Context: an optimization exercise on an open-source flow, tuned for small area. The choices shown serve that exercise and are no tape-out recipe. In this exercise RTL edits were held to simulation tests only and were not proved equivalent to the original.

==> flow/design.v (excerpt) <==
module xiaoxiaxiadahuaidan(clk,rst,zero,cpl,cpr,dirl,dirr,pwm1,doutb,dinb,rstb,enb,addrb,web,web1,doutb1,dinb1,enb1,addrb1,d1,d2,d3,d4,d5);
Size: ~1400 cells after synthesis, about 220 I/O pins, about 9800 um^2 of cells after synthesis.
==> flow/config.mk <==
export PLATFORM = sky130hd
export DESIGN_NAME = xiaoxiaxiadahuaidan
export DESIGN_NICKNAME = xiaoxiaxiadahuaidan
export VERILOG_FILES = /design/flow/design.v
export SDC_FILE = /design/flow/constraint.sdc
export NUM_CORES = 4
export LEC_CHECK = 0
export CAP_MARGIN = 20
export CORE_MARGIN = 2
export CORE_UTILIZATION = 40
export SLEW_MARGIN = 20
==> flow/constraint.sdc <==
create_clock -name core_clock -period 12.5 [get_ports {clk}]
set_input_delay 2.5000 -clock core_clock [delete_from_list [all_inputs] [get_ports {clk}]]
set_output_delay 2.5000 -clock core_clock [all_outputs]
set_load 0.01 [all_outputs]
standard.sh (not shown) runs the stock make flow with config.mk's settings and CLKGATE_MAP_FILE= SYNTH_SCRIPT=/design/flow/synth_recipe.tcl, a recipe that flattens the netlist after the stock synthesis.
==> flow/flow/run.sh <==
#!/bin/bash
# Own layout flow:
#  1. the standard synthesis (standard.sh synth), unchanged;
#  2. its combinational logic re-mapped for area with ABC (flip-flops and tie
#     cells kept as they are: same instances, names and cell types), checked
#     equivalent to the standard netlist (falls back to it if not);
#  3. the standard ORFS steps, with buf_1 port buffers and a clock tree
#     without dummy loads.
# Each tool's output goes to a log_*.txt file in the work folder.
set -euo pipefail
W=$(pwd)
F=$W/flow
R=$W/orfs/results/$FLOW_PLATFORM/xiaoxiaxiadahuaidan/base
LIB=$FLOW_HOME/platforms/$FLOW_PLATFORM/lib/sky130_fd_sc_hd__tt_025C_1v80.lib
YOSYS=$(command -v yosys || echo /OpenROAD-flow-scripts/tools/install/yosys/bin/yosys)
TOP=$FLOW_TOP

bash standard.sh synth > $W/log_synth.txt 2>&1
cp $R/1_2_yosys.v $W/netlist_std.v
# the platform's dont-use cells, as the standard synthesis passed them to ABC
DU=$(grep -o -- "-dont_use [A-Za-z0-9_]*" $W/orfs/logs/$FLOW_PLATFORM/xiaoxiaxiadahuaidan/base/1_2_yosys.log | sort -u | tr '\n' ' ')

$YOSYS -p "read_liberty -ignore_miss_func $LIB; delete sky130_fd_sc_hd__dfxtp_1 sky130_fd_sc_hd__dfxtp_2 sky130_fd_sc_hd__dfxtp_4 sky130_fd_sc_hd__conb_1; read_verilog $F/stubs.v; read_verilog $W/netlist_std.v; hierarchy -top $TOP; flatten; opt -purge; abc -liberty $LIB $DU -script $F/area.abc; setundef -zero; opt_clean -purge; write_verilog -noattr $W/netlist_abc.v" > $W/log_reopt_abc.txt 2>&1
$YOSYS -p "read_liberty -lib $LIB; read_verilog $W/netlist_abc.v; hierarchy -top $TOP; hilomap -singleton -hicell sky130_fd_sc_hd__conb_1 HI -locell sky130_fd_sc_hd__conb_1 LO; insbuf -buf sky130_fd_sc_hd__buf_1 A X; opt_clean -purge; check -assert -mapped; tee -o $W/reopt_stat.txt stat -liberty $LIB; write_verilog -noattr -nohex -nodec $W/netlist_reopt.v" > $W/log_reopt_clean.txt 2>&1
if $YOSYS -p "read_liberty -ignore_miss_func $LIB; read_verilog $W/netlist_std.v; hierarchy -top $TOP; flatten; rename $TOP gold; design -stash gold; read_liberty -ignore_miss_func $LIB; read_verilog $W/netlist_reopt.v; hierarchy -top $TOP; flatten; rename $TOP gate; design -stash gate; design -copy-from gold -as gold gold; design -copy-from gate -as gate gate; equiv_make gold gate eq; hierarchy -top eq; equiv_simple; equiv_status -assert" > $W/log_reopt_equiv.txt 2>&1; then
  cp $W/netlist_reopt.v $R/1_2_yosys.v
  echo "re-mapped netlist used" > $W/reopt_result.txt
else
  echo "re-mapped netlist not proven equivalent; standard netlist kept" > $W/reopt_result.txt
fi
touch $R/1_2_yosys.v

bash standard.sh \
  "BUFFER_PORTS_ARGS=-buffer_cell sky130_fd_sc_hd__buf_1" \
  "CTS_ARGS=-sink_clustering_enable -repair_clock_nets -dont_use_dummy_load" \
  finish > $W/log_layout.txt 2>&1
Other scripts of this flow, unchanged in this note and not shown: flow/flow/area.abc, flow/flow/stubs.v
Next try:
--- a/flow/flow/run.sh
+++ b/flow/flow/run.sh
@@ -34,3 +34,3 @@
   "BUFFER_PORTS_ARGS=-buffer_cell sky130_fd_sc_hd__buf_1" \
-  "CTS_ARGS=-sink_clustering_enable -repair_clock_nets -dont_use_dummy_load" \
+  "CTS_ARGS=-sink_clustering_enable -repair_clock_nets -dont_use_dummy_load -buf_list sky130_fd_sc_hd__clkbuf_8" \
   finish > $W/log_layout.txt 2>&1
Settings changed: CORE_UTILIZATION 40 to 60.
What happened:
- The changed run finished with timing, DRC and antenna clean
- cell area falls by a few percent
- maximum frequency stays the same
- global-route usage rises by 8.7 points
- first-iteration DRC count rises by roughly a tenth
- clock skew stays flat
- final cell count falls by a few percent

==> afterwards: timing with drivers on the ports <==
How much do the figures lean on ideal ports? The routed layouts below were timed once more, with nothing changed but the port constraints. Step 1, drivers: a clkbuf_16 drives clk and a buf_2 each remaining input, both assumed. Step 2 times the ports against the registers' clock, not the clock port: input delays grow and output delays shrink by t, the midpoint of the rising clock arrivals with the driver on. a / b / c = ideal / step 1 / step 2; a / b = the first two.
| run | t (ns) | setup slack, ns | slew at the worst register clock pin (ns) | worst slew at a driven data input, ns |
|---|---|---|---|---|
| the first run | 0.474 | 2.879 / 2.879 / 2.879 | 0.08 / 0.08 | 0.04 |
| the second run | 0.493 | 2.879 / 2.879 / 2.879 | 0.10 / 0.10 | 0.04 |
After both steps setup and hold are still met in every run listed.
